What follows belongs to an exercise in optimizing a design on an open flow for small area; a production flow would make more cautious choices.
In this exercise RTL edits were held to simulation tests only and were not proved equivalent to the original.
Power figures rest on the tool's default switching activity, not on a simulated workload.

**design/flow/config.mk**
```make
export PLATFORM = sky130hd
export DESIGN_NAME = Segway
export DESIGN_NICKNAME = Segway
export VERILOG_FILES = /design/flow/design.v
export SDC_FILE = /design/flow/constraint.sdc
export NUM_CORES = 4
export LEC_CHECK = 0
export CAP_MARGIN = 20
export CORE_MARGIN = 2
export CORE_UTILIZATION = 40
export CTS_BUF_LIST = sky130_fd_sc_hd__clkbuf_8
export CTS_CLUSTER_DIAMETER = 80
export CTS_CLUSTER_SIZE = 16
export GPL_TIMING_DRIVEN = 0
export PLACE_DENSITY = 0.6
export SLEW_MARGIN = 20
```
**design/flow/flow/abc_resynth.script**
```
&get -n
&st
&dch
&nf -R 1000
&st
&dch -f
&nf -R 1000
&st
&dch -f
&nf -R 1000
&st
&dch -f
&nf -R 1000
&put
```
**design/flow/flow/resynth.tcl**
```tcl
# Re-map the combinational logic of the standard synthesis with an
# area-leaning ABC script.  Flip-flops, full adders and tie cells of the
# standard netlist are kept as they are (same instances, names and cell
# types); every other cell is read as its liberty function and re-mapped.
set lib $::env(FLOW_HOME)/platforms/sky130hd/lib/sky130_fd_sc_hd__tt_025C_1v80.lib
set res $::env(RESYNTH_RESULTS)
yosys read_liberty -ignore_miss_func $lib
foreach c {conb_1 dfrtp_1 dfrtp_2 dfrtp_4 dfstp_1 dfstp_2 dfstp_4 dfxtp_1 dfxtp_2 dfxtp_4 edfxtp_1 fa_1 fa_2 fa_4 dfrbp_1 dfrbp_2 dfsbp_1 dfsbp_2 dfxbp_1 dfxbp_2 edfxbp_1 dlxtp_1} {
  yosys setattr -mod -set blackbox 1 sky130_fd_sc_hd__$c
}
yosys read_verilog $res/1_2_yosys_std.v
yosys hierarchy -top $::env(FLOW_TOP)
yosys tee -o resynth_before.txt stat -liberty $lib
yosys flatten
# nets named after the flattened cells' pins are internal
yosys rename -hide w:_*
yosys opt_clean -purge
set f [open abc.constr w]
puts $f "set_driving_cell sky130_fd_sc_hd__buf_1"
puts $f "set_load 5"
close $f
yosys abc -script [file normalize flow/abc_resynth.script] -liberty $lib -constr [file normalize abc.constr] \
  -dont_use sky130_fd_sc_hd__probe_p_8 -dont_use sky130_fd_sc_hd__probec_p_8 -dont_use sky130_fd_sc_hd__lpflow_*
yosys splitnets
yosys opt_clean -purge
# as ORFS: buffer nets that go straight from a cell or input to an output port
yosys insbuf -buf sky130_fd_sc_hd__buf_4 A X
yosys tee -o resynth_after.txt stat -liberty $lib
yosys write_verilog -noattr -nohex -nodec $res/1_2_yosys.v
```
**design/flow/constraint.sdc**
```tcl
create_clock -name core_clock -period 20.0 [get_ports {clk}]
set_input_delay 4.0000 -clock core_clock [delete_from_list [all_inputs] [get_ports {clk}]]
set_output_delay 4.0000 -clock core_clock [all_outputs]
set_load 0.01 [all_outputs]
```
**design/flow/standard.sh**
```bash
#!/bin/bash
# synth_recipe.tcl (not shown) runs the flow's synth.tcl, then flattens the netlist and writes it again
# the make line also repeats each setting of config.mk as NAME=value (left out here)
make -C /OpenROAD-flow-scripts/flow DESIGN_CONFIG=/design/flow/config.mk WORK_HOME=/design/flow/orfs CLKGATE_MAP_FILE= SYNTH_SCRIPT=/design/flow/synth_recipe.tcl "${@:-finish}"
```
**design/flow/flow/run.sh**
```bash
#!/bin/bash
# The standard layout (standard.sh) with three changes:
#  1. after the standard synthesis, the combinational cells (all but the
#     flip-flops, adder cells and tie cells) are re-mapped by ABC with an
#     area-leaning script (resynth.tcl, abc_resynth.script);
#  2. clock tree synthesis adds no dummy loads;
#  3. the port buffers use the smallest buffer cell.
# Each tool's output goes to a log file in this folder (and ORFS's own logs).
set -euo pipefail
R=$PWD/orfs/results/$FLOW_PLATFORM/Segway/base
bash standard.sh synth > standard_synth.log 2>&1
cp $R/1_2_yosys.v $R/1_2_yosys_std.v
RESYNTH_RESULTS=$R yosys -c flow/resynth.tcl > resynth.log 2>&1
rm -f $R/1_synth.odb $R/1_synth.sdc
bash standard.sh \
  "CTS_ARGS=-sink_clustering_enable -repair_clock_nets -sink_clustering_size 16 -sink_clustering_max_diameter 80 -buf_list sky130_fd_sc_hd__clkbuf_8 -dont_use_dummy_load" \
  "BUFFER_PORTS_ARGS=-buffer_cell sky130_fd_sc_hd__buf_1" \
  finish > standard.log 2>&1
```
**design/flow/design.v**
```verilog
module rst_synch(RST_n, clk, rst_n);
input RST_n, clk;
output reg rst_n;
reg out1;
always @(posedge clk, negedge RST_n)
  if (!RST_n) begin
    out1 <= 1'b0;
    rst_n <= 1'b0;
  end else begin
    out1 <= 1'b1;
    rst_n <= out1;
  end
endmodule
module SPI_mstr16(clk, rst_n, wrt, MISO, SS_n, SCLK, busy, front, smpl, bit_cnt, sclk_cnt, first_smpl);
input clk, rst_n, wrt, MISO;
output SS_n;
output SCLK;
output busy;			 
output front;			 
output smpl;			 
output reg [3:0] bit_cnt;
output [4:0] sclk_cnt;		 
output reg first_smpl;		 
localparam IDLE = 2'd0, FRONT = 2'd1, GO = 2'd2, BACK = 2'd3;
reg [1:0] state, nxt_state;
reg [4:0] sclk_div;
reg en_SCLK;
wire [8:0] cnt_inc;
wire cnt_co;
rc_inc #(9) u_cinc(.a({bit_cnt, sclk_div}), .ci(1'b1), .s(cnt_inc), .co(cnt_co));
wire sclk_all1 = &sclk_div;
wire bit_all1 = &bit_cnt;
assign SCLK = sclk_div[4];
assign sclk_cnt = sclk_div;
assign smpl = ~sclk_div[4] & (&sclk_div[3:0]);
reg shft;
wire shft_nxt = sclk_all1;
assign busy = (state != IDLE);
assign SS_n = ~busy;
assign front = (state == FRONT);
always @(posedge clk, negedge rst_n)
	if(!rst_n)
		state <= IDLE;
	else
		state <= nxt_state;
always @(posedge clk, negedge rst_n)
	if(!rst_n)
		sclk_div[4] <= 1'b0;
	else if(SS_n)
		sclk_div[4] <= 1'b1;
	else if(en_SCLK)
		sclk_div[4] <= cnt_inc[4];
always @(posedge clk)
	if(SS_n)
		{bit_cnt, sclk_div[3:0]} <= 8'hF7;
	else if(en_SCLK)
		{bit_cnt, sclk_div[3:0]} <= {cnt_inc[8:5], cnt_inc[3:0]};
always @(posedge clk, negedge rst_n)
	if(!rst_n)
		first_smpl <= 1'b0;
	else if(smpl & (state == GO) & (bit_cnt == 4'h0))
		first_smpl <= MISO;
always @* begin
	nxt_state = state;
	shft = 1'b0;
	en_SCLK = 1'b0;
	case(state)
	  IDLE : if(wrt) nxt_state = FRONT;
	  FRONT : begin
		en_SCLK = 1'b1;
		if(shft_nxt) nxt_state = GO;
	  end
	  GO : begin
		if(bit_all1) nxt_state = BACK;
		else begin
			en_SCLK = 1'b1;
			shft = shft_nxt;
		end
	  end
	  default : begin	 
		if(shft_nxt) begin
			nxt_state = IDLE;
			shft = 1'b1;
		end else
			en_SCLK = 1'b1;
	  end
	endcase
end
endmodule
module A2D_intf(clk, rst_n, nxt, MISO, lft_ld, rght_ld, batt_low, a2d_SS_n, SCLK, MOSI);
input clk, rst_n, nxt;
input MISO;
output reg [11:0] lft_ld, rght_ld;
output batt_low;
output a2d_SS_n, SCLK, MOSI;
wire busy, smpl, first_smpl;
wire [3:0] bit_cnt;
reg wrt, update;
reg [1:0] rnd_cnt;
reg [11:0] rd;		 
reg batt11;		 
wire done = ~busy;
SPI_mstr16 SPI(.clk(clk), .rst_n(rst_n), .wrt(wrt), .MISO(MISO), .SS_n(a2d_SS_n), .SCLK(SCLK),
		.busy(busy), .front(), .smpl(smpl), .bit_cnt(bit_cnt), .sclk_cnt(), .first_smpl(first_smpl));
wire [2:0] chnl = {rnd_cnt[0] | rnd_cnt[1], 1'b0, rnd_cnt[1]};
reg cmd_bit;
always @* begin
	case(bit_cnt)
	  4'd2: cmd_bit = chnl[2];
	  4'd3: cmd_bit = chnl[1];
	  4'd4: cmd_bit = chnl[0];
	  default: cmd_bit = 1'b0;
	endcase
end
assign MOSI = busy ? cmd_bit : first_smpl;
always @(posedge clk)
	if(smpl)
		rd <= {rd[10:0], MISO};
always @(posedge clk, negedge rst_n)
	if(!rst_n)
		rnd_cnt <= 2'b00;
	else if(update)
		rnd_cnt <= {rnd_cnt[0], ~rnd_cnt[0] & ~rnd_cnt[1]};
always @(posedge clk, negedge rst_n)
	if(!rst_n)
		lft_ld <= 12'h000;
	else if(update & ~rnd_cnt[0] & ~rnd_cnt[1])
		lft_ld <= rd;
always @(posedge clk, negedge rst_n)
	if(!rst_n)
		rght_ld <= 12'h000;
	else if(update & rnd_cnt[0])
		rght_ld <= rd;
always @(posedge clk, negedge rst_n)
	if(!rst_n)
		batt11 <= 1'b0;
	else if(update & rnd_cnt[1])
		batt11 <= rd[11];
assign batt_low = ~batt11;
localparam IDLE = 2'd0, SEND_1ST = 2'd1, WAIT_1 = 2'd2, SEND_2ND = 2'd3;
reg [1:0] state, nxt_state;
always @(posedge clk, negedge rst_n)
	if(!rst_n)
		state <= IDLE;
	else
		state <= nxt_state;
always @* begin
	nxt_state = state;
	wrt = 1'b0;
	update = 1'b0;
	case(state)
	  IDLE : if(nxt) begin nxt_state = SEND_1ST; wrt = 1'b1; end
	  SEND_1ST : if(done) nxt_state = WAIT_1;
	  WAIT_1 : begin nxt_state = SEND_2ND; wrt = 1'b1; end
	  default : if(done) begin nxt_state = IDLE; update = 1'b1; end
	endcase
end
endmodule
module UART_rcv(clk, rst_n, RX, clr_rdy, rdy_g, rdy_s);
input clk, rst_n;
input RX;
input clr_rdy;
output rdy_g, rdy_s;		 
reg state;			 
reg [3:0] bit_cnt;
reg [11:0] baud_cnt;
reg rx_ff1, rx_ff2;
reg gm, sm;			 
localparam [11:0] BAUD_END = 12'h800, BAUD_HALF = 12'h564, BAUD_FULL = 12'hE47;
wire shift = (baud_cnt == BAUD_END);
wire [11:0] baud_step = {baud_cnt[10:0], baud_cnt[11] ^ baud_cnt[10]};
wire [3:0] bit_inc;
wire bit_co;
rc_inc #(4) u_binc(.a(bit_cnt), .ci(1'b1), .s(bit_inc), .co(bit_co));
wire start = ~state & ~rx_ff2;
wire last = state & (bit_cnt == 4'b1010);
always @(posedge clk or negedge rst_n)
  if (!rst_n)
    state <= 1'b0;
  else if (start)
    state <= 1'b1;
  else if (last)
    state <= 1'b0;
always @(posedge clk)
  if (start)
    bit_cnt <= 4'b0000;
  else if (shift)
    bit_cnt <= bit_inc;
always @(posedge clk)
  if (start)
    baud_cnt <= BAUD_HALF;
  else if (shift)
    baud_cnt <= BAUD_FULL;
  else
    baud_cnt <= baud_step;
reg exp_g, exp_s, dbit;
always @* begin
  dbit = 1'b1;
  exp_g = 1'b0;
  exp_s = 1'b0;
  case (bit_cnt)
    4'd1: begin exp_g = 1'b1; exp_s = 1'b1; end
    4'd2: begin exp_g = 1'b1; exp_s = 1'b1; end
    4'd3: begin exp_g = 1'b1; exp_s = 1'b0; end
    4'd4: begin exp_g = 1'b0; exp_s = 1'b0; end
    4'd5: begin exp_g = 1'b0; exp_s = 1'b1; end
    4'd6: begin exp_g = 1'b1; exp_s = 1'b1; end
    4'd7: begin exp_g = 1'b1; exp_s = 1'b1; end
    4'd8: begin exp_g = 1'b0; exp_s = 1'b0; end
    default: dbit = 1'b0;
  endcase
end
always @(posedge clk or negedge rst_n)
  if (!rst_n) begin
    gm <= 1'b0;
    sm <= 1'b0;
  end else if (start) begin
    gm <= 1'b1;
    sm <= 1'b1;
  end else if (clr_rdy) begin
    gm <= 1'b0;
    sm <= 1'b0;
  end else if (shift & dbit & state) begin
    gm <= gm & (rx_ff2 == exp_g);
    sm <= sm & (rx_ff2 == exp_s);
  end
always_ff @(posedge clk or negedge rst_n)
  if (!rst_n)
    begin
      rx_ff1 <= 1'b1;
      rx_ff2 <= 1'b1;
    end
  else
    begin
      rx_ff1 <= RX;
      rx_ff2 <= rx_ff1;
    end
assign rdy_g = ~state & gm;
assign rdy_s = ~state & sm;
endmodule
module Auth_blk(clk, rst_n, RX, rider_off, pwr_up);
input clk, rst_n, RX, rider_off;
output reg pwr_up;
wire g, s;
reg clr_rx_rdy;
UART_rcv RCV(.clk(clk), .rst_n(rst_n), .RX(RX), .clr_rdy(clr_rx_rdy), .rdy_g(g), .rdy_s(s));
localparam OFF = 2'd0, PWR1 = 2'd1, PWR2 = 2'd2;
reg [1:0] state, nxt_state;
always @(posedge clk, negedge rst_n)
	if(!rst_n)
		state <= OFF;
	else
		state <= nxt_state;
always @* begin
	nxt_state = OFF;
	pwr_up = 1'b0;
	clr_rx_rdy = 1'b0;
	case(state)
	  OFF : if(g) begin nxt_state = PWR1; pwr_up = 1'b1; clr_rx_rdy = 1'b1; end
	  PWR1 : begin
		pwr_up = 1'b1;
		if(s) begin nxt_state = PWR2; clr_rx_rdy = 1'b1; end
		else nxt_state = PWR1;
	  end
	  PWR2 : begin
		if(g) begin nxt_state = PWR1; pwr_up = 1'b1; clr_rx_rdy = 1'b1; end
		else if(!rider_off) begin nxt_state = PWR2; pwr_up = 1'b1; end
	  end
	  default : ;
	endcase
end
endmodule
module PWM11(clk, rst_n, cnt, clr, PWM_sig);
input clk, rst_n;
input [10:0] cnt;
input clr;
output reg PWM_sig;
always @(posedge clk, negedge rst_n)
  if(!rst_n)
    PWM_sig <= 1'b0;
  else if(clr)
    PWM_sig <= 1'b0;
  else if(~|cnt)
    PWM_sig <= 1'b1;
endmodule
module mtr_drv(clk, rst_n, cnt, pwr_up, lft_ge, rght_ge, lft_rev, rght_rev, PWM_rev_lft, PWM_rev_rght, PWM_frwrd_lft, PWM_frwrd_rght);
input clk, rst_n;
input [10:0] cnt;
input pwr_up;			 
input lft_ge, rght_ge;		 
input lft_rev, rght_rev;
output PWM_rev_lft, PWM_rev_rght;
output PWM_frwrd_lft, PWM_frwrd_rght;
wire lft_pwm_sig, rght_pwm_sig;
assign PWM_rev_lft = lft_rev & lft_pwm_sig;
assign PWM_frwrd_lft = ~lft_rev & lft_pwm_sig;
assign PWM_rev_rght = rght_rev & rght_pwm_sig;
assign PWM_frwrd_rght = ~rght_rev & rght_pwm_sig;
PWM11 l_pwm(.clk(clk), .rst_n(rst_n), .cnt(cnt), .clr(~pwr_up | lft_ge), .PWM_sig(lft_pwm_sig)),
      r_pwm(.clk(clk), .rst_n(rst_n), .cnt(cnt), .clr(~pwr_up | rght_ge), .PWM_sig(rght_pwm_sig));
endmodule
module Piezo_Timer(clk, rst_n, reset, steer_en_tmr_full, cnt16_full, cnt);
input clk, rst_n, reset;
output steer_en_tmr_full;
output cnt16_full;
output reg [26:0] cnt;
wire [26:0] nxt;
wire [27:0] c;
assign c[0] = 1'b1;
genvar i;
generate for (i = 0; i < 27; i = i + 1) begin : g
	assign nxt[i] = cnt[i] ^ c[i];
	assign c[i+1] = cnt[i] & c[i];
end endgenerate
assign steer_en_tmr_full = c[15];	 
assign cnt16_full = c[16];		 
always @(posedge clk, negedge rst_n)
	if(!rst_n)
		cnt <= 27'h0;
	else if(reset)
		cnt <= 27'h0;
	else
		cnt <= nxt;
endmodule
module piezo(clk, rst_n, en_steer, ovr_spd, batt_low, steer_en_clr_tmr, piezo, piezo_n, steer_en_tmr_full, cnt16_full);
input clk, rst_n, en_steer, ovr_spd, batt_low, steer_en_clr_tmr;
output piezo, piezo_n, steer_en_tmr_full, cnt16_full;
wire wave;
wire [26:0] cnt;
wire any = en_steer | ovr_spd | batt_low;
Piezo_Timer piezo_timer(.clk(clk), .rst_n(rst_n), .reset(~any & steer_en_clr_tmr), .cnt(cnt), .steer_en_tmr_full(steer_en_tmr_full), .cnt16_full(cnt16_full));
assign wave = 	(ovr_spd) ? (~cnt[12] & ~cnt[24]) :
		(en_steer) ? (~cnt[14] & ~cnt[25] & ~cnt[26]) : 1'b0;
assign piezo = (wave | (batt_low & ~cnt[15] & cnt[26] & ~cnt[25]));
assign piezo_n = any & ~piezo;
endmodule
module inertial_integrator(clk, rst_n, vld, ld_cmp, cmp_en, sclk_cnt, bit_cnt, ptch_rt, AZ, ptch);
input clk, rst_n, vld, ld_cmp;
input cmp_en;			 
input [4:0] sclk_cnt;		 
input [3:0] bit_cnt;		 
input [15:0] ptch_rt, AZ;
output [15:0] ptch;
reg [26:0] ptch_int;
reg [16:0] inc;
reg cmp;
assign ptch = ptch_int[26:11];
wire [26:0] ptch_int_nxt;
wire pn_co;
rc_add #(27) u_pn(.a(ptch_int), .b({{10{inc[16]}}, inc}), .ci(1'b0), .s(ptch_int_nxt), .co(pn_co));
wire [15:0] p = ptch_int_nxt[26:11];
reg [7:0] dl;			 
reg oc;				 
reg asgn;			 
reg [2:0] sc;			 
reg az_k, pb_k, off_k;
always @* begin
  az_k = asgn;
  case (sclk_cnt)
    5'd23: az_k = AZ[0];   5'd24: az_k = AZ[1];   5'd25: az_k = AZ[2];
    5'd26: az_k = AZ[3];   5'd27: az_k = AZ[4];   5'd28: az_k = AZ[5];
    5'd29: az_k = AZ[6];   5'd30: az_k = AZ[7];   5'd31: az_k = AZ[8];
    5'd0:  az_k = AZ[9];   5'd1:  az_k = AZ[10];  5'd2:  az_k = AZ[11];
    5'd3:  az_k = AZ[12];  5'd4:  az_k = AZ[13];  5'd5:  az_k = AZ[14];
    5'd6:  az_k = AZ[15];
    default: ;
  endcase
  off_k = (sclk_cnt == 5'd30) | (sclk_cnt == 5'd31);	 
  pb_k = 1'b0;
  case (sclk_cnt)
    5'd4:  pb_k = ~p[0];   5'd5:  pb_k = ~p[1];   5'd6:  pb_k = ~p[2];
    5'd7:  pb_k = ~p[3];   5'd8:  pb_k = ~p[4];   5'd9:  pb_k = ~p[5];
    5'd10: pb_k = ~p[6];   5'd11: pb_k = ~p[7];   5'd12: pb_k = ~p[8];
    5'd13: pb_k = ~p[9];   5'd14: pb_k = ~p[10];  5'd15: pb_k = ~p[11];
    5'd16: pb_k = ~p[12];  5'd17: pb_k = ~p[13];  5'd18: pb_k = ~p[14];
    5'd19: pb_k = ~p[15];  5'd20: pb_k = ~p[15];
    default: ;
  endcase
end
wire in_az = (sclk_cnt[4] & (sclk_cnt[3] | (sclk_cnt[2] & sclk_cnt[1] & sclk_cnt[0]))) |	 
	     (~sclk_cnt[4] & ~sclk_cnt[3] & ~(sclk_cnt[2] & sclk_cnt[1] & sclk_cnt[0]));	 
wire a_k = in_az ? (az_k ^ off_k ^ oc) : asgn;
wire oc_n = (az_k & off_k) | (az_k & oc) | (off_k & oc);
wire nak = ~a_k;
wire f1s = dl[7] ^ dl[5] ^ dl[2];
wire f1c = (dl[7] & dl[5]) | (dl[7] & dl[2]) | (dl[5] & dl[2]);
wire f2s = nak ^ pb_k ^ sc[0];
wire f2c = (nak & pb_k) | (nak & sc[0]) | (pb_k & sc[0]);
wire x_k = f1s ^ f2s;			 
wire h0c = f1s & f2s;
wire f3s = f1c ^ f2c ^ h0c;
wire f3c = (f1c & f2c) | (f1c & h0c) | (f2c & h0c);
wire t1 = f3s ^ sc[1];
wire h1c = f3s & sc[1];
wire t2 = f3c ^ h1c ^ sc[2];
wire t3 = (f3c & h1c) | (f3c & sc[2]) | (h1c & sc[2]);
wire [2:0] sc_n = {t3, t2, t1};
always @(posedge clk) begin
  if (ld_cmp) begin
    dl <= 8'h00;
    oc <= 1'b0;
    sc <= 3'd1;
  end else begin
    dl <= {dl[6:0], a_k};
    oc <= oc_n;
    sc <= sc_n;
  end
  if (sclk_cnt == 5'd6)
    asgn <= a_k;
  if (cmp_en & (bit_cnt == 4'd0) & (sclk_cnt == 5'd20))
    cmp <= ~x_k;
end
wire [15:0] rtc;
wire rtc_co;
rc_add #(16) u_rtc(.a(ptch_rt), .b(16'hFC3E), .ci(1'b0), .s(rtc), .co(rtc_co));
wire [16:0] inc_nxt;
wire in_co;
rc_add #(17) u_in(.a(~{rtc[15], rtc}), .b({{6{~cmp}}, 1'b1, 10'h000}), .ci(1'b1), .s(inc_nxt), .co(in_co));
always @(posedge clk, negedge rst_n)
	if(!rst_n) begin
		ptch_int <= 27'h0;
		inc <= 17'h007C2;
	end else if(vld) begin
		ptch_int <= ptch_int_nxt;
		inc <= inc_nxt;
	end
endmodule
module inert_intf(clk, rst_n, vld, ptch, SS_n, SCLK, MOSI, MISO, INT, init_go);
  input clk, rst_n;
  input INT;
  input init_go;		 
  output vld;
  output [15:0] ptch;
  input MISO;
  output SS_n, SCLK, MOSI;
  reg INT1, INT_stable;
  reg [7:0] ptchL, ptchH, AZL;
  reg [7:0] rd;			 
  localparam INIT1 = 4'd0, INIT2 = 4'd1, INIT3 = 4'd2, INIT4 = 4'd3, WAIT = 4'd4,
	     RD1 = 4'd5, RD2 = 4'd6, RD3 = 4'd7, RD4 = 4'd8;
  reg [3:0] state, nxt_state;
  wire done = ~busy & (state != INIT1);
  reg wrt;
  wire busy, front, smpl, first_smpl;
  wire [3:0] bit_cnt;
  wire [4:0] sclk_cnt;
  SPI_mstr16 iSPI(.clk(clk), .rst_n(rst_n), .wrt(wrt), .MISO(MISO), .SS_n(SS_n), .SCLK(SCLK),
		  .busy(busy), .front(front), .smpl(smpl), .bit_cnt(bit_cnt), .sclk_cnt(sclk_cnt), .first_smpl(first_smpl));
  inertial_integrator iINT(.clk(clk), .rst_n(rst_n), .vld(vld), .ld_cmp((state == RD3) & done),
			   .cmp_en(state == RD4), .sclk_cnt(sclk_cnt), .bit_cnt(bit_cnt),
			   .ptch_rt({ptchH, ptchL}), .AZ({rd, AZL}), .ptch(ptch));
  reg [15:0] cip;
  always @* begin
    case(state)
      INIT2: cip = 16'h0D02;
      INIT3: cip = 16'h1053;
      INIT4: cip = 16'h1150;
      WAIT:  cip = 16'h1460;
      RD1:   cip = 16'hA200;
      RD2:   cip = 16'hA300;
      RD3:   cip = 16'hAC00;
      RD4:   cip = 16'hAD00;
      default: cip = 16'h0D02;
    endcase
  end
  assign MOSI = busy ? cip[front ? 4'hF : ~bit_cnt] : first_smpl;
  always @(posedge clk)
    if(smpl)
      rd <= {rd[6:0], MISO};
  always_ff@(posedge clk) begin
    INT1 <= INT;
    INT_stable <= INT1;
  end
  always_ff@(posedge clk, negedge rst_n)
    if(!rst_n)
      state <= INIT1;
    else
      state <= nxt_state;
  always_comb begin
    wrt = 1'b0;
    nxt_state = state;
    case(state)
      INIT1: if(init_go) begin wrt = 1'b1; nxt_state = INIT2; end
      INIT2: if(done) begin wrt = 1'b1; nxt_state = INIT3; end
      INIT3: if(done) begin wrt = 1'b1; nxt_state = INIT4; end
      INIT4: if(done) begin wrt = 1'b1; nxt_state = WAIT; end
      WAIT:  if(done & INT_stable) begin wrt = 1'b1; nxt_state = RD1; end
      RD1:   if(done) begin wrt = 1'b1; nxt_state = RD2; end
      RD2:   if(done) begin wrt = 1'b1; nxt_state = RD3; end
      RD3:   if(done) begin wrt = 1'b1; nxt_state = RD4; end
      RD4:   if(done) nxt_state = WAIT;
      default: nxt_state = INIT1;
    endcase
  end
  assign vld = (state == RD4) & done;
  always_ff@(posedge clk)
    if((state == WAIT) & done & INT_stable)
      ptchL <= rd;
  always_ff@(posedge clk)
    if((state == RD1) & done)
      ptchH <= rd;
  always_ff@(posedge clk)
    if((state == RD2) & done)
      AZL <= rd;
endmodule
module balance_cntrl(clk, rst_n, vld, pwr_up, ptch, ld_cell_diff, rider_off, en_steer,
		     cnt_nxt, lft_ge, lft_rev, rght_ge, rght_rev, too_fast);
  input clk, rst_n;
  input vld;
  input pwr_up;
  input [15:0] ptch;
  input [11:0] ld_cell_diff;
  input rider_off;
  input en_steer;
  input [10:0] cnt_nxt;		 
  output lft_ge;		 
  output lft_rev;
  output rght_ge;
  output rght_rev;
  output too_fast;
  reg [17:0] full_integrator;
  reg [9:0] prev_ptch_err, intermediate;
  wire [9:0] e = ptch[15] ? (&ptch[14:9] ? ptch[9:0] : 10'h200) :
			     (|ptch[14:9] ? 10'h1FF : ptch[9:0]);
  wire [17:0] next_integrator;
  wire ni_co;
  rc_add #(18) u_int(.a(full_integrator), .b({{8{e[9]}}, e}), .ci(1'b0), .s(next_integrator), .co(ni_co));
  wire ov = (e[9] & full_integrator[17] & ~next_integrator[17]) |
	    (~e[9] & ~full_integrator[17] & next_integrator[17]);
  always @(posedge clk)
	if(rider_off | ~pwr_up)
		full_integrator <= 18'h0;
	else if(vld & ~ov)
		full_integrator <= next_integrator;
  always @(posedge clk, negedge rst_n)
	if(!rst_n) begin
		prev_ptch_err <= 10'h0;
		intermediate <= 10'h0;
	end
	else if(vld) begin
		prev_ptch_err <= intermediate;
		intermediate <= e;
	end
  wire [9:0] dd;
  wire dd_co;
  rc_add #(10) u_dd(.a(e), .b(~prev_ptch_err), .ci(1'b1), .s(dd), .co(dd_co));
  wire [6:0] d = dd[9] ? (&dd[8:6] ? dd[6:0] : 7'h40) :
			 (|dd[8:6] ? 7'h3F : dd[6:0]);
  wire [11:0] I = full_integrator[13:2];
  wire [14:0] pid;
  pid_sum u_pid(.e(e), .d(d), .I(I), .y(pid));
  wire [8:0] st = ld_cell_diff[11:3];
  wire [14:0] st_l = en_steer ? ~{{6{st[8]}}, st} : 15'h0;	 
  wire [14:0] st_r = en_steer ?  {{6{st[8]}}, st} : 15'h0;
  wire ci_l = en_steer;
  wire ci_r = 1'b0;
  wire [14:0] tl, tr;
  wire tl_co, tr_co;
  rc_add #(15) u_tl(.a(pid), .b(st_l), .ci(ci_l), .s(tl), .co(tl_co));
  rc_add #(15) u_tr(.a(pid), .b(st_r), .ci(ci_r), .s(tr), .co(tr_co));
  wire [10:0] lspd_n, rspd_n;
  wire lrev_n, rrev_n;
  torque_shape u_l(.t(tl), .spd(lspd_n), .rev(lrev_n));
  torque_shape u_r(.t(tr), .spd(rspd_n), .rev(rrev_n));
  wire lge_n, rge_n;
  rc_carry #(11) u_lge(.a(cnt_nxt), .b(~lspd_n), .ci(1'b1), .co(lge_n));
  rc_carry #(11) u_rge(.a(cnt_nxt), .b(~rspd_n), .ci(1'b1), .co(rge_n));
  wire tf_n = (lspd_n[10] & lspd_n[9] & (|lspd_n[8:0])) | (rspd_n[10] & rspd_n[9] & (|rspd_n[8:0]));
  reg lft_ge_f, rght_ge_f, lft_rev_f, rght_rev_f, tf_f;
  always_ff@(posedge clk) begin
		lft_ge_f <= lge_n;
		rght_ge_f <= rge_n;
		lft_rev_f <= lrev_n;
		rght_rev_f <= rrev_n;
		tf_f <= tf_n;
  end
  assign lft_ge = lft_ge_f;
  assign rght_ge = rght_ge_f;
  assign lft_rev = lft_rev_f;
  assign rght_rev = rght_rev_f;
  assign too_fast = pwr_up & tf_f;
endmodule
module torque_shape(input [14:0] t, output [10:0] spd, output rev);
  assign rev = t[14];
  wire [13:0] oc = t[13:0] ^ {14{t[14]}};	 
  wire big = (|oc[13:7]) | (oc[6] & (oc[5] | oc[4] | oc[3] | (oc[2] & (oc[1] | (rev & oc[0])))));
  wire [10:0] adj;
  wire adj_co;
  rc_add #(11) u_adj(.a(oc[10:0]), .b(11'd980), .ci(rev), .s(adj), .co(adj_co));
  wire sat = adj_co | (|oc[13:11]);
  wire [6:0] a;
  wire a_co;
  rc_inc #(7) u_a(.a(oc[6:0]), .ci(rev), .s(a), .co(a_co));
  wire [10:0] m;
  wire m_co;
  rc_add #(11) u_m(.a({a, 4'b0000}), .b(~{4'b0000, a}), .ci(1'b1), .s(m), .co(m_co));
  assign spd = big ? (sat ? 11'h7FF : adj) : m;
endmodule
module pid_sum(input [9:0] e, input [6:0] d, input [11:0] I, output [14:0] y);
  wire s0 = ~e[0] ^ I[1] ^ 1'b1;
  wire c0 = (~e[0] & I[1]) | (~e[0] & 1'b1) | (I[1] & 1'b1);
  wire s1 = ~e[1] ^ d[0] ^ I[2];
  wire c1 = (~e[1] & d[0]) | (~e[1] & I[2]) | (d[0] & I[2]);
  wire s2 = ~e[2] ^ d[1] ^ I[3];
  wire c2 = (~e[2] & d[1]) | (~e[2] & I[3]) | (d[1] & I[3]);
  wire s3 = e[0] ^ ~e[3] ^ d[0];
  wire c3 = (e[0] & ~e[3]) | (e[0] & d[0]) | (~e[3] & d[0]);
  wire s4 = d[2] ^ I[4] ^ c2;
  wire c4 = (d[2] & I[4]) | (d[2] & c2) | (I[4] & c2);
  wire s5 = e[1] ^ ~e[4] ^ d[1];
  wire c5 = (e[1] & ~e[4]) | (e[1] & d[1]) | (~e[4] & d[1]);
  wire s6 = d[3] ^ I[5] ^ c3;
  wire c6 = (d[3] & I[5]) | (d[3] & c3) | (I[5] & c3);
  wire s7 = c4 ^ s5 ^ s6;
  wire c7 = (c4 & s5) | (c4 & s6) | (s5 & s6);
  wire s8 = e[2] ^ ~e[5] ^ d[2];
  wire c8 = (e[2] & ~e[5]) | (e[2] & d[2]) | (~e[5] & d[2]);
  wire s9 = d[4] ^ I[6] ^ c5;
  wire c9 = (d[4] & I[6]) | (d[4] & c5) | (I[6] & c5);
  wire s10 = c6 ^ c7 ^ s8;
  wire c10 = (c6 & c7) | (c6 & s8) | (c7 & s8);
  wire s11 = e[3] ^ ~e[6] ^ d[3];
  wire c11 = (e[3] & ~e[6]) | (e[3] & d[3]) | (~e[6] & d[3]);
  wire s12 = d[5] ^ I[7] ^ c8;
  wire c12 = (d[5] & I[7]) | (d[5] & c8) | (I[7] & c8);
  wire s13 = c9 ^ c10 ^ s11;
  wire c13 = (c9 & c10) | (c9 & s11) | (c10 & s11);
  wire s14 = e[4] ^ ~e[7] ^ d[4];
  wire c14 = (e[4] & ~e[7]) | (e[4] & d[4]) | (~e[7] & d[4]);
  wire s15 = ~d[6] ^ I[8] ^ 1'b1;
  wire c15 = (~d[6] & I[8]) | (~d[6] & 1'b1) | (I[8] & 1'b1);
  wire s16 = c11 ^ c12 ^ c13;
  wire c16 = (c11 & c12) | (c11 & c13) | (c12 & c13);
  wire s17 = s14 ^ s15 ^ s16;
  wire c17 = (s14 & s15) | (s14 & s16) | (s15 & s16);
  wire s18 = e[5] ^ ~e[8] ^ d[5];
  wire c18 = (e[5] & ~e[8]) | (e[5] & d[5]) | (~e[8] & d[5]);
  wire s19 = I[9] ^ 1'b1 ^ c14;
  wire c19 = (I[9] & 1'b1) | (I[9] & c14) | (1'b1 & c14);
  wire s20 = c15 ^ c16 ^ c17;
  wire c20 = (c15 & c16) | (c15 & c17) | (c16 & c17);
  wire s21 = s18 ^ s19 ^ s20;
  wire c21 = (s18 & s19) | (s18 & s20) | (s19 & s20);
  wire s22 = e[6] ^ e[9] ^ ~d[6];
  wire c22 = (e[6] & e[9]) | (e[6] & ~d[6]) | (e[9] & ~d[6]);
  wire s23 = I[10] ^ 1'b1 ^ c18;
  wire c23 = (I[10] & 1'b1) | (I[10] & c18) | (1'b1 & c18);
  wire s24 = c19 ^ c20 ^ c21;
  wire c24 = (c19 & c20) | (c19 & c21) | (c20 & c21);
  wire s25 = s22 ^ s23 ^ s24;
  wire c25 = (s22 & s23) | (s22 & s24) | (s23 & s24);
  wire s26 = e[7] ^ ~I[11] ^ 1'b1;
  wire c26 = (e[7] & ~I[11]) | (e[7] & 1'b1) | (~I[11] & 1'b1);
  wire s27 = c22 ^ c23 ^ c24;
  wire c27 = (c22 & c23) | (c22 & c24) | (c23 & c24);
  wire s28 = c25 ^ s26 ^ s27;
  wire c28 = (c25 & s26) | (c25 & s27) | (s26 & s27);
  wire s29 = e[8] ^ c26 ^ c27;
  wire c29 = (e[8] & c26) | (e[8] & c27) | (c26 & c27);
  wire [14:0] r1 = {1'b1, ~e[9], c28, s28, s25, s21, s17, s12, s9, s7, s3, c1, c0, s0, I[0]};
  wire [14:0] r2 = {1'b0, c29, s29, 1'b0, 1'b0, 1'b0, 1'b0, s13, s10, 1'b0, s4, s2, s1, 1'b0, 1'b0};
  wire co;
  rc_add #(15) u_add(.a(r1), .b(r2), .ci(1'b0), .s(y), .co(co));
endmodule
module steer_en_SM(clk, rst_n, lft_load, rght_load, tmr_full, en_steer, rider_off, clr_tmr, load_cell_diff);
  input clk;
  input rst_n;
  input [11:0] lft_load, rght_load;
  input tmr_full;
  output reg en_steer;
  output reg rider_off;
  output reg clr_tmr;
  output [11:0] load_cell_diff;
  localparam IDLE = 2'd0, WAIT = 2'd1, STEER = 2'd2;
  reg [1:0] state, nxt_state;
  wire [11:0] sum_lo;
  wire sum_hi;
  rc_add #(12) u_sum(.a(lft_load), .b(rght_load), .ci(1'b0), .s(sum_lo), .co(sum_hi));
  wire [12:0] sum = {sum_hi, sum_lo};
  wire sum_gt_min = sum > 13'h220;
  wire sum_lt_min = sum < 13'h1E0;
  wire [11:0] dif;
  wire dif_co;
  rc_add #(12) u_dif(.a(lft_load), .b(~rght_load), .ci(1'b1), .s(dif), .co(dif_co));
  wire sgn = dif[11];
  wire [11:0] dif_oc = dif ^ {12{sgn}};
  wire abs_co;
  rc_inc #(12) u_abs(.a(dif_oc), .ci(sgn), .s(load_cell_diff), .co(abs_co));
  wire diff_gt_1_4;
  rc_carry #(12) u_c14(.a(load_cell_diff), .b(~{1'b0, sum[12:2]}), .ci(1'b0), .co(diff_gt_1_4));
  wire [8:0] q = sum[12:4];
  wire [11:0] y_lo;
  wire y_co;
  rc_add #(12) u_y(.a(load_cell_diff), .b({3'b000, q}), .ci(1'b0), .s(y_lo), .co(y_co));
  wire [12:0] y = {y_co, y_lo};
  wire diff_gt_15_16;
  rc_carry #(9) u_c1516(.a(y[12:4]), .b(~q), .ci(|y[3:0]), .co(diff_gt_15_16));
  always_ff@(posedge clk, negedge rst_n)
    if(!rst_n)
      state <= IDLE;
    else
      state <= nxt_state;
  always_comb begin
    clr_tmr = 0;
    en_steer = 0;
    rider_off = 1;
    nxt_state = IDLE;
    case(state)
    IDLE: if(sum_gt_min) begin
      clr_tmr = 1;
      rider_off = 0;
      nxt_state = WAIT;
    end
    WAIT: if(sum_lt_min) begin
      rider_off = 1;
      nxt_state = IDLE;
    end
    else if(diff_gt_1_4) begin
      clr_tmr = 1;
      nxt_state = WAIT;
      rider_off = 0;
    end
    else if(tmr_full) begin
      en_steer = 1;
      nxt_state = STEER;
      rider_off = 0;
    end
    else begin
      nxt_state = WAIT;
      rider_off = 0;
    end
    STEER: if(sum_lt_min) begin
      rider_off = 1;
      nxt_state = IDLE;
    end
    else if(diff_gt_15_16) begin
      clr_tmr = 1;
      nxt_state = WAIT;
      rider_off = 0;
    end
    else begin
      en_steer = 1;
      nxt_state = STEER;
      rider_off = 0;
    end
    default: nxt_state = IDLE;
    endcase
  end
endmodule
module Segway(clk,RST_n,LED,INERT_SS_n,INERT_MOSI,
              INERT_SCLK,INERT_MISO,A2D_SS_n,A2D_MOSI,A2D_SCLK,
			  A2D_MISO,PWM_rev_rght,PWM_frwrd_rght,PWM_rev_lft,
			  PWM_frwrd_lft,piezo_n,piezo,INT,RX);
  input clk,RST_n;
  input INERT_MISO;
  input A2D_MISO;
  input INT;
  input RX;
  output [7:0] LED;
  output A2D_SS_n, INERT_SS_n;
  output A2D_MOSI, INERT_MOSI;
  output A2D_SCLK, INERT_SCLK;
  output PWM_rev_rght, PWM_frwrd_rght;
  output PWM_rev_lft, PWM_frwrd_lft;
  output piezo_n,piezo;
  wire rst_n;
  wire [11:0] lft_ld, rght_ld;
  wire batt_low;
  wire pwr_up;
  wire [15:0] ptch;
  wire vld;
  wire lft_rev, rght_rev, too_fast;
  wire rider_off, en_steer;
  wire [11:0] load_cell_diff;
  wire steer_en_tmr_full, steer_en_clr_tmr;
  wire [10:0] tmr16, tmr16_nxt;
  wire lft_ge, rght_ge;
  wire init_go;
  assign LED = ptch[15:8];
  free_tmr iTMR(.clk(clk), .rst_n(rst_n), .cnt(tmr16), .nxt(tmr16_nxt));
  A2D_intf a2d_intf_DUT(.clk(clk), .rst_n(rst_n), .nxt(vld), .MISO(A2D_MISO),
			.lft_ld(lft_ld), .rght_ld(rght_ld), .batt_low(batt_low),
			.a2d_SS_n(A2D_SS_n), .SCLK(A2D_SCLK), .MOSI(A2D_MOSI));
  Auth_blk auth_blk_DUT(.clk(clk), .rst_n(rst_n), .RX(RX), .rider_off(rider_off), .pwr_up(pwr_up));
  mtr_drv mtr_drv_DUT(.clk(clk), .rst_n(rst_n), .cnt(tmr16[10:0]), .pwr_up(pwr_up),
			.lft_ge(lft_ge), .rght_ge(rght_ge), .lft_rev(lft_rev), .rght_rev(rght_rev),
			.PWM_rev_lft(PWM_rev_lft), .PWM_rev_rght(PWM_rev_rght),
			.PWM_frwrd_lft(PWM_frwrd_lft), .PWM_frwrd_rght(PWM_frwrd_rght));
  piezo piezo_DUT(.clk(clk), .rst_n(rst_n), .en_steer(en_steer), .ovr_spd(too_fast),
			.batt_low(batt_low), .steer_en_clr_tmr(steer_en_clr_tmr),
			.piezo(piezo), .piezo_n(piezo_n), .steer_en_tmr_full(steer_en_tmr_full), .cnt16_full(init_go));
  inert_intf inert_intf_DUT(.clk(clk), .rst_n(rst_n), .INT(INT), .MISO(INERT_MISO), .init_go(init_go),
				.vld(vld), .ptch(ptch), .SS_n(INERT_SS_n), .SCLK(INERT_SCLK), .MOSI(INERT_MOSI));
  balance_cntrl balance_ctrl_DUT(.clk(clk), .rst_n(rst_n), .pwr_up(pwr_up), .vld(vld), .ptch(ptch),
				.ld_cell_diff(load_cell_diff), .rider_off(rider_off), .en_steer(en_steer),
				.cnt_nxt(tmr16_nxt[10:0]), .lft_ge(lft_ge), .lft_rev(lft_rev), .rght_ge(rght_ge), .rght_rev(rght_rev),
				.too_fast(too_fast));
  steer_en_SM steer_en_DUT(.clk(clk), .rst_n(rst_n), .lft_load(lft_ld), .rght_load(rght_ld),
				.tmr_full(steer_en_tmr_full), .en_steer(en_steer), .rider_off(rider_off),
				.load_cell_diff(load_cell_diff), .clr_tmr(steer_en_clr_tmr));
  rst_synch iRST(.clk(clk), .RST_n(RST_n), .rst_n(rst_n));
endmodule
module rc_add #(parameter W = 8) (input [W-1:0] a, input [W-1:0] b, input ci, output [W-1:0] s, output co);
  wire [W:0] c;
  assign c[0] = ci;
  genvar i;
  generate for (i = 0; i < W; i = i + 1) begin : g
    wire p = a[i] ^ b[i];
    assign s[i] = p ^ c[i];
    assign c[i+1] = (a[i] & b[i]) | (p & c[i]);
  end endgenerate
  assign co = c[W];
endmodule
module rc_carry #(parameter W = 8) (input [W-1:0] a, input [W-1:0] b, input ci, output co);
  wire [W:0] c;
  assign c[0] = ci;
  genvar i;
  generate for (i = 0; i < W; i = i + 1) begin : g
    assign c[i+1] = (a[i] & b[i]) | ((a[i] | b[i]) & c[i]);
  end endgenerate
  assign co = c[W];
endmodule
module rc_inc #(parameter W = 8) (input [W-1:0] a, input ci, output [W-1:0] s, output co);
  wire [W:0] c;
  assign c[0] = ci;
  genvar i;
  generate for (i = 0; i < W; i = i + 1) begin : g
    assign s[i] = a[i] ^ c[i];
    assign c[i+1] = a[i] & c[i];
  end endgenerate
  assign co = c[W];
endmodule
module free_tmr(input clk, input rst_n, output reg [10:0] cnt, output [10:0] nxt);
  wire co;
  rc_inc #(11) u_inc(.a(cnt), .ci(1'b1), .s(nxt), .co(co));
  always @(posedge clk, negedge rst_n)
    if (!rst_n) cnt <= 11'h0;
    else cnt <= nxt;
endmodule
```
==> out/metrics.yaml, run 1 <==
placed_cell_area_um2: 17500
portBuffers: 25
die_area_um2: 43100
grt_pass1_vias: 11900
hold_path_class: "flop to asynchronous set/reset pin"
period_share: 0.945
max_clock_freq_mhz: 52.9
antenna_cells: 0
end_kind: "flop"
drt-initial-drc-count: 713
grt_overflow: 0
nets: 1901
peakVddDrop_mv: 0.0546
slew_headroom: 0.333
worstReg2RegEnd: "balance_ctrl_DUT.rght_ge_f$_DFF_P_"
num_vias: 11800
syn_avg_cell_area_um2: 9.95
power.leakage_nw: 6.90
total_power_w: 0.000919
design_area_um2: 18100
arrival_ns: 19.38
ant_nets: 0
cts-root-buf: "clkbuf_8"
grt_usage: 0.157
drt_pass1_iterations: 6
die_x_um: 208
avgViaCountPerCell: 5.19
max-cap-violations: 0
hold_viol: 0
insertion_delay_ns: 0.61
wl_per_cell_um: 14.6
crit_top_cell: "fa_1"
core_um2: 40900
synth_area_um2: 16600
slew_viol_final: 0
grt_pass1_wl_um: 57700
cts_tree: "yes"
grt_antenna_before_repair: 0
worstPathRequired_ns: 20.48
start_kind: "flop"
dp_hpwl_um: 24900
worstMarginPinSlew_ns: 0.996
drc: 0
period_minus_slack_ns: 18.90
clock_sinks: 274
io_pins: 26
slowest_stage: "fa_1"
start_util: 0.405
path_class: "flop to flop"
grt_max_degree: 76
area_delta_synth_final_pct: 9.00
yosys_warnings: 12
cts_hold_buffers: 0
gp_congestion: 0.823
die_h_um: 208
critical-path-max-stage-delay_ns: 0.47
synth_nets: 1826
drive_gt1_frac: 0.0477
h-tree-depth: 1
startpoint: "a2d_intf_DUT.lft_ld[0]$_DFFE_PN0P_"
path_clk_slew_ns: 0.11
synth_cells: 1667
rows: 74
wirelength_um: 33100
numCtsBuffers: 23
powerDensity_nw_per_um2: 50.8
reg2reg_from: "a2d_intf_DUT.lft_ld[0]$_DFFE_PN0P_"
clock_skew_ns: 0.103
ff2ff_path_depth: 69
cp_max_fo: 8
status: "timing/DRC/antenna clean"
cts.path.max_buffers: 3
r2r_slack_ns: 1.10
crit_end: "balance_ctrl_DUT.rght_ge_f$_DFF_P_"
setup_viol: 0
-- flip-flops by register name, indices dropped and copies added (netlist names), 5 cells and up --
signal / cells
a2d_intf_DUT.lft_ld: 12
piezo_DUT.piezo_timer.cnt: 27
inert_intf_DUT.ptchH: 8
inert_intf_DUT.iSPI.sclk_div: 5
balance_ctrl_DUT.full_integrator: 18
inert_intf_DUT.ptchL: 8
balance_ctrl_DUT.intermediate: 10
iTMR.cnt: 11
inert_intf_DUT.rd: 8
a2d_intf_DUT.rd: 12
inert_intf_DUT.iINT.ptch_int: 27
auth_blk_DUT.RCV.baud_cnt: 12
balance_ctrl_DUT.prev_ptch_err: 10
inert_intf_DUT.iINT.dl: 8
a2d_intf_DUT.rght_ld: 12
a2d_intf_DUT.SPI.sclk_div: 5
inert_intf_DUT.iINT.inc: 17
inert_intf_DUT.AZL: 8
-- where the power goes --
group           total, W  switching, W  internal [W]
clock network   0.000285      0.000182      0.000103
registers       0.000599     0.0000145      0.000584
logic          0.0000352     0.0000185     0.0000166
total           0.000919      0.000215      0.000704
-- layer usage --
layer / share of wire / GRT usage
met5: 0 / 0
met4: 0.022 / 0.0374
met3: 0.026 / 0.0189
met2: 0.50 / 0.274
met1: 0.46 / 0.208
-- cell usage in the layout (no fill, tap or decap), types with 46 or more instances in the layout --
cell type	n
a21oi_1	101
clkinv_1	168
dfrtp_1	147
dfxtp_1	72
edfxtp_1	46
fa_1	153
nand2_1	136
nor2_1	213
o21ai_0	82
xnor2_1	72
-- cell type report --
type,instances,area [um^2]
fillers,3979,22800
flip-flops and latches,274,6740
clock buffers,23,317
well taps,532,666
repair buffers,50,379
multi-input cells,1215,9270
plain buffers,8,60.1
inverters,170,643
-- critical path: cells and delay by family (launching register included) --
family                     cells  cell delay [ns]
buffers and inverters          9             0.96
DFF                            1             0.46
adders and majority gates     35            12.76
AOI/OAI and AO/OA              6             1.09
xor gates and xnor gates       5             1.36
and+or+nand+nor               14             2.18
-- worst min-delay path by stage --
stage	end	cells past startpoint
2_1_floorplan	inert_intf_DUT.INT_stable$_DFF_P_	0
5_1_grt	inert_intf_DUT.state[0]$_DFFE_PN0P_	0
3_5_place_dp	inert_intf_DUT.state[0]$_DFFE_PN0P_	0
4_1_cts	inert_intf_DUT.state[2]$_DFFE_PN0P_	0
6_report	inert_intf_DUT.state[2]$_DFFE_PN0P_	0
3_3_place_gp	inert_intf_DUT.INT_stable$_DFF_P_	0
-- metrics by stage --
stage | hold slack, ns | setup TNS (ns) | util | setup WS, ns | std cells
floorplan | 0.310 | 0 | - | 0.367 | 1667
global placement | 0.335 | -2.94 | 0.424 | -1.73 | 2224
detailed placement | 0.301 | -1.26 | 0.428 | -0.871 | 2232
CTS | 0.313 | 0 | 0.436 | 0.0572 | 2256
global route | 0.342 | -0.00452 | 0.442 | -0.00325 | 2272
finish | 0.290 | 0 | 0.442 | 1.10 | 2272
-- timing repair --
| action | CTS | global route |
|---|---|---|
| setup buffers | 1 | 14 |
| gates resized for setup | 3 | 11 |
| setup endpoints to repair | 3 | 3 |
| pin swaps | 1 | 2 |
==> run 2: changes to the inputs <==
--- a/design/flow/config.mk
+++ b/design/flow/config.mk
@@ -11,6 +11,5 @@
 export CTS_BUF_LIST = sky130_fd_sc_hd__clkbuf_8
 export CTS_CLUSTER_DIAMETER = 80
 export CTS_CLUSTER_SIZE = 16
-export GPL_TIMING_DRIVEN = 0
 export PLACE_DENSITY = 0.6
 export SLEW_MARGIN = 20
==> out/metrics.yaml, run 2 <==
status: "timing/DRC/antenna clean"
die_x_um: 208  # unchanged
drt-initial-drc-count: 812  # +14%
layout_common_cells: "nor2_1, clkinv_1, fa_1, dfrtp_1, nand2_1"
peakVddDrop_mv: 0.0371  # -32%
cts_tree: "yes"
crit_top_cell: "fa_1"
power.leakage_nw: 6.79  # -1.6%
grt_pass1_vias: 11600  # -2.7%
cts-root-buf: "clkbuf_8"
fin_tns_setup_ns: 0  # unchanged
hold_viol: 0  # unchanged
gp_congestion: 0.861  # +4.6%
final_common_cell: "nor2_1"
max_clock_freq_mhz: 53.0  # +0.15%
area_delta_synth_final_pct: 7.54
grt_overflow: 0  # unchanged
max-cap-violations: 0  # unchanged
portBuffers: 25  # unchanged
antenna_cells: 0  # unchanged
start_util: 0.405  # unchanged
worstMarginPinSlew_ns: 0.959  # -0.0371 ns
multi_input_area_um2: 9230  # -0.51%
grt_max_degree: 75  # -1.3%
critical-path-max-stage-delay_ns: 0.50  # +0.03 ns
final_cells: 2260  # -0.53%
yosys_warnings: 12  # unchanged
cp_max_fo: 15  # +7
grt_antenna_before_repair: 0  # unchanged
dp_hpwl_um: 25300  # +1.4%
timing.hold.ws_ns: 0.274  # -0.0168 ns
path_clk_slew_ns: 0.10  # about the same
ff2ff_path_depth: 68  # -1.4%
drc: 0  # unchanged
num_vias: 11700  # -1.0%
slowest_stage: "fa_1"
io_pins: 26  # unchanged
synth_nets: 1826  # unchanged
die_area_um2: 43100  # unchanged
worstPathRequired_ns: 20.49  # about the same
grt_pass1_wl_um: 57500  # -0.31%
start_kind: "flop"
synth_area_um2: 16600  # unchanged
worstReg2RegEnd: "balance_ctrl_DUT.lft_ge_f$_DFF_P_"
period_share: 0.944  # -0.00140
die_h_um: 208  # unchanged
clock_sinks: 274  # unchanged
wirelength_um: 33300  # +0.46%
grt_usage: 0.158  # +0.000945
fin_ws_ns: 1.12  # +0.0279 ns
wl_per_cell_um: 14.7  # +1.0%
period_minus_slack_ns: 18.88  # -0.0279 ns
drive_gt1_frac: 0.0376  # -0.0101
slew_headroom: 0.358  # +0.0248
r2r_slack_ns: 1.12  # +0.03 ns
rsz0062_at_grt: "false"
setup_viol: 0  # unchanged
ant_nets: 0  # unchanged
slew_viol_final: 0  # unchanged
cts.path.max_buffers: 3  # unchanged
insertion_delay_ns: 0.59  # -0.02 ns
h-tree-depth: 1  # unchanged
reg2reg_from: "a2d_intf_DUT.lft_ld[0]$_DFFE_PN0P_"
avgViaCountPerCell: 5.17  # -0.49%
fillers: 3960  # -0.48%
arrival_ns: 19.37  # about the same
drt_pass1_iterations: 6  # unchanged
place_ws_ns: 0.0858  # +0.957 ns
dpl.cell_count: 2234  # +0.090%
top_regs: "inert_intf_DUT.iINT.ptch_int x27, piezo_DUT.piezo_timer.cnt x27, balance_ctrl_DUT.full_integrator x18"
rows: 74  # unchanged
numCtsBuffers: 22  # -4.3%
nets: 1889  # -0.63%
core_um2: 40900  # unchanged
end_kind: "flop"
powerDensity_nw_per_um2: 50.9  # +0.11%
hold_path_class: "flop to asynchronous set/reset pin"
clock_skew_ns: 0.0777  # -0.0251 ns
synth_cells: 1667  # unchanged
path_class: "flop to flop"
syn_avg_cell_area_um2: 9.95  # unchanged
regArea_um2: 6740  # unchanged
==> run 2: area by class of cell <==
cell class              instances  share of cell area
clock buffers                  22              0.0170
inverters                     170              0.0360
multi-input cells            1215               0.517
flip-flops and latches        274               0.378
well taps                     532              0.0373
repair buffers                 47              0.0145
==> run 2: worst max-delay path by stage <==
stage                                  startpoint                                 to  slack (ns)  cells after the start
2_1_floorplan  a2d_intf_DUT.lft_ld[0]$_DFFE_PN0P_  balance_ctrl_DUT.lft_ge_f$_DFF_P_        0.37                     66
3_3_place_gp   a2d_intf_DUT.lft_ld[0]$_DFFE_PN0P_  balance_ctrl_DUT.lft_ge_f$_DFF_P_        0.72                     68
3_5_place_dp   a2d_intf_DUT.lft_ld[0]$_DFFE_PN0P_  balance_ctrl_DUT.lft_ge_f$_DFF_P_        0.09                     68
4_1_cts        a2d_intf_DUT.lft_ld[0]$_DFFE_PN0P_  balance_ctrl_DUT.lft_ge_f$_DFF_P_        0.08                     68
5_1_grt        a2d_intf_DUT.lft_ld[0]$_DFFE_PN0P_  balance_ctrl_DUT.lft_ge_f$_DFF_P_        0.04                     68
6_report       a2d_intf_DUT.lft_ld[0]$_DFFE_PN0P_  balance_ctrl_DUT.lft_ge_f$_DFF_P_        1.12                     68
==> run 2: worst max-delay path: cells and delay by family, from the launching register on <==
kind / cells / cell delay (ns)
xor gates and xnor gates: 4 / 0.90
DFF: 1 / 0.44
AOI/OAI and AO/OA: 15 / 2.65
adders and majority gates: 33 / 12.27
buffers and inverters: 6 / 0.85
and+or+nand+nor: 10 / 1.67
==> run 2: timing repair <==
item	4_1_cts	5_1_grt
hold buffers	0	0
buffers inserted	0	4
setup endpoints to repair	0	3
hold endpoints to repair	0	0
resized for setup	0	8
==> run 2: metrics by stage <==
step	instance area (um^2)	total power, W	util
after floorplan	16600	0.000634	-
after global placement	17400	0.000644	0.426
after detailed placement	17400	0.000646	0.426
after CTS	17800	0.000925	0.434
after global routing	17800	0.000951	0.436
final	17800	0.000908	0.436
==> run 2: power by group <==
part / switching [W] / total, W / internal [W]
Combinational: 0.0000190 / 0.0000345 / 0.0000155
Sequential: 0.0000147 / 0.000599 / 0.000584
Clock: 0.000176 / 0.000274 / 0.0000988
Total: 0.000209 / 0.000908 / 0.000699
==> run 2: per-layer routing <==
metal / share of wire / global-route usage / vias up / routed length, um
li1: - / - / 5782 / -
met1: 0.46 / 0.219 / 5688 / 15400
met2: 0.49 / 0.266 / 163 / 16300
met3: 0.032 / 0.0225 / 44 / 1070
met4: 0.017 / 0.0303 / 0 / 561
met5: 0 / 0 / - / 0
==> run 3: changes to the inputs <==
==> design/flow/flow/run.sh (replaced) <==
#!/bin/bash
# The standard layout (standard.sh) with three changes:
#  1. after the standard synthesis, the combinational cells (all but the
#     flip-flops, full adders and tie cells) are re-mapped by ABC with an
#     area-leaning script (resynth.tcl, abc_resynth.script), twice;
#  2. clock tree synthesis adds no dummy loads;
#  3. the port buffers use the smallest buffer cell.
# Each tool's output goes to a log file in this folder (and ORFS's own logs).
set -euo pipefail
R=$PWD/orfs/results/$FLOW_PLATFORM/Segway/base
bash standard.sh synth > standard_synth.log 2>&1
cp $R/1_2_yosys.v $R/1_2_yosys_std.v
RESYNTH_RESULTS=$R yosys -c flow/resynth.tcl > resynth.log 2>&1
# a second pass of the same re-mapping, on the first pass's result
cp $R/1_2_yosys.v $R/1_2_yosys_std.v
RESYNTH_RESULTS=$R yosys -c flow/resynth.tcl > resynth2.log 2>&1
rm -f $R/1_synth.odb $R/1_synth.sdc
bash standard.sh \
  "CTS_ARGS=-sink_clustering_enable -repair_clock_nets -sink_clustering_size 16 -sink_clustering_max_diameter 80 -buf_list sky130_fd_sc_hd__clkbuf_8 -dont_use_dummy_load" \
  "BUFFER_PORTS_ARGS=-buffer_cell sky130_fd_sc_hd__buf_1" \
  finish > standard.log 2>&1
==> out/metrics.yaml, run 3 <==
status: "timing/DRC/antenna clean"
grt_pass1_wl_um: 58400  # +1.5%
final_common_cell: "nand2_1"
fillers: 3964  # +0.10%
syn_avg_cell_area_um2: 9.94  # about the same
grt_usage: 0.160  # +0.00254
crit_top_cell: "fa_1"
start_kind: "flop"
core_um2: 40800  # -0.23%
grt_antenna_before_repair: 1  # +1
grt_overflow: 0  # unchanged
die_x_um: 207  # -0.17%
max-cap-violations: 0  # unchanged
ant_nets: 0  # unchanged
worstPathRequired_ns: 20.39  # -0.10 ns
wl_per_cell_um: 14.9  # +1.2%
total_power_w: 0.000917  # +0.98%
num_vias: 11600  # -0.72%
slew_viol_final: 0  # unchanged
die_h_um: 207  # -0.17%
die_area_um2: 43000  # -0.33%
layout_common_cells: "nand2_1, clkinv_1, nor2_1, fa_1, dfrtp_1"
cts_hold_buffers: 0  # unchanged
final_cells: 2254  # -0.27%
synth_nets: 1821  # -0.27%
period_minus_slack_ns: 18.93  # +0.0567 ns
grt_pass1_vias: 11800  # +1.7%
slew_headroom: 0.300  # -0.0587
cts_tree: "yes"
cts-root-buf: "clkbuf_8"
fin_util: 0.436  # about the same
critical-path-max-stage-delay_ns: 0.51  # about the same
antenna_cells: 0  # unchanged
setup_viol: 0  # unchanged
wirelength_um: 33600  # +0.90%
gp_congestion: 0.847  # -1.6%
drt-initial-drc-count: 639  # -21%
portBuffers: 25  # unchanged
placed_cell_area_um2: 17400  # -0.32%
power.leakage_nw: 6.80  # +0.26%
start_util: 0.405  # -0.000460
avgViaCountPerCell: 5.14  # -0.46%
numCtsBuffers: 22  # unchanged
dp_hpwl_um: 25500  # +0.90%
nets: 1883  # -0.32%
synth_cells: 1662  # -0.30%
synth_area_um2: 16500  # -0.34%
yosys_warnings: 12  # unchanged
drt_pass1_iterations: 5  # -1
cts.path.max_buffers: 3  # unchanged
powerDensity_nw_per_um2: 51.5  # +1.2%
period_share: 0.947  # +0.00284
clock_sinks: 274  # unchanged
path_clk_slew_ns: 0.10  # about the same
peakVddDrop_mv: 0.0424  # +14%
cp_max_fo: 14  # -1
hold_path_class: "flop to asynchronous set/reset pin"
slowest_stage: "o32a_2"
drive_gt1_frac: 0.0401  # +0.00245
max_clock_freq_mhz: 52.8  # -0.30%
h-tree-depth: 1  # unchanged
worstMarginPinSlew_ns: 1.05  # +0.0877 ns
area_delta_synth_final_pct: 7.64  # about the same
path_class: "flop to flop"
grt_max_degree: 76  # +1.3%
clock_skew_ns: 0.115  # +0.0374 ns
insertion_delay_ns: 0.61  # +0.02 ns
arrival_ns: 19.32  # -0.05 ns
rows: 74  # unchanged
end_kind: "flop"
fin_tns_setup_ns: 0  # unchanged
hold_viol: 0  # unchanged
io_pins: 26  # unchanged
dpl.cell_count: 2229  # -0.22%
top_regs: "inert_intf_DUT.iINT.ptch_int x27, piezo_DUT.piezo_timer.cnt x27, balance_ctrl_DUT.full_integrator x18"
drc: 0  # unchanged
design_area_um2: 17800  # -0.25%
run 3: power by group:
part           leakage [nW]  internal (W)  total [W]  switching (W)
sequential             3.10      0.000585   0.000601      0.0000156
clock                 0.158     0.0000986   0.000277       0.000178
combinational          3.55     0.0000173  0.0000391      0.0000218
total                  6.80      0.000701   0.000917       0.000215
run 3: final timing paths:
path / slack (ns) / to / depth (start not counted) / startpoint
setup / recovery: 1.07 / balance_ctrl_DUT.tf_f$_DFF_P_ / 69 / a2d_intf_DUT.lft_ld[0]$_DFFE_PN0P_
hold / removal: 0.28 / inert_intf_DUT.state[2]$_DFFE_PN0P_ / 0 / iRST.rst_n$_DFF_PN0_
setup reg to reg: 1.07 / balance_ctrl_DUT.tf_f$_DFF_P_ / 69 / a2d_intf_DUT.lft_ld[0]$_DFFE_PN0P_
hold reg to reg: 0.28 / inert_intf_DUT.state[2]$_DFFE_PN0P_ / 0 / iRST.rst_n$_DFF_PN0_
max in group asynchronous: 16.70 / iRST.rst_n$_DFF_PN0_ / 1 / RST_n
min in group core_clock: 0.34 / inert_intf_DUT.INT_stable$_DFF_P_ / 0 / inert_intf_DUT.INT1$_DFF_P_
run 3: critical path: cells and delay by family (launching register included):
kind	cells	cell delay [ns]
adder cells (fa/ha/maj)	35	12.75
AND/OR/NAND/NOR	12	1.73
AO/OA/AOI/OAI	6	1.50
buffers and inverters	10	1.15
XOR/XNOR	5	0.95
flip-flops	1	0.42
multiplexers	1	0.32
run 3: area by class of cell:
| cell class | instances | area (um^2) | share of cell area |
|---|---|---|---|
| Tap cell | 532 | 666 | 0.0374 |
| Inverter | 166 | 627 | 0.0352 |
| Clock buffer | 22 | 303 | 0.0170 |
| Timing Repair Buffer | 46 | 251 | 0.0141 |
| Multi-Input combinational cell | 1214 | 9200 | 0.517 |
| Sequential cell | 274 | 6740 | 0.379 |
run 3: timing repair:
action                     4_1_cts  5_1_grt
buffers inserted                 0        3
setup endpoints to repair        0        3
gates resized for setup          0       13
run 3: layer usage:
| layer | vias to the layer above | part of all wire | track usage | wire, um |
|---|---|---|---|---|
| met3 | 45 | 0.028 | 0.0219 | 957 |
| met1 | 5679 | 0.46 | 0.216 | 15500 |
| li1 | 5745 | - | - | - |
| met4 | 0 | 0.017 | 0.0286 | 568 |
| met2 | 124 | 0.49 | 0.279 | 16500 |
| met5 | - | 0 | 0 | 0 |
run 3: through the flow:
stage | hold slack [ns] | setup slack (ns)
floorplan | 0.310 | 1.06
global placement | 0.295 | 0.533
detailed placement | 0.302 | 0.0819
CTS | 0.313 | 0.126
global route | 0.343 | -0.0224
finish | 0.283 | 1.07

## re-timing with driven ports
No port has a modelled driver above. Below, the same layouts with a new extraction and two added sets of constraints.
Step 1 sets driving cells, clkbuf_16 on the clock port and buf_2 on the other inputs (assumed; they add their load-dependent delay and slew).
Step 2 times the ports against the registers' clock, not the clock port: input delays grow and output delays shrink by t, the midpoint of the rising clock arrivals with the driver on.
Slacks: no drivers / after step 1 / after step 2; pairs: no drivers / after step 1.
run | t, ns | setup slack, ns | worst data-port slew with drivers (ns)
run 1 | 0.606 | 1.097 / 1.097 / 1.097 | 0.03
run 2 | 0.593 | 1.124 / 1.124 / 1.124 | 0.03
run 3 | 0.598 | 1.068 / 1.068 / 1.068 | 0.04
After both steps every run listed still meets setup and hold.
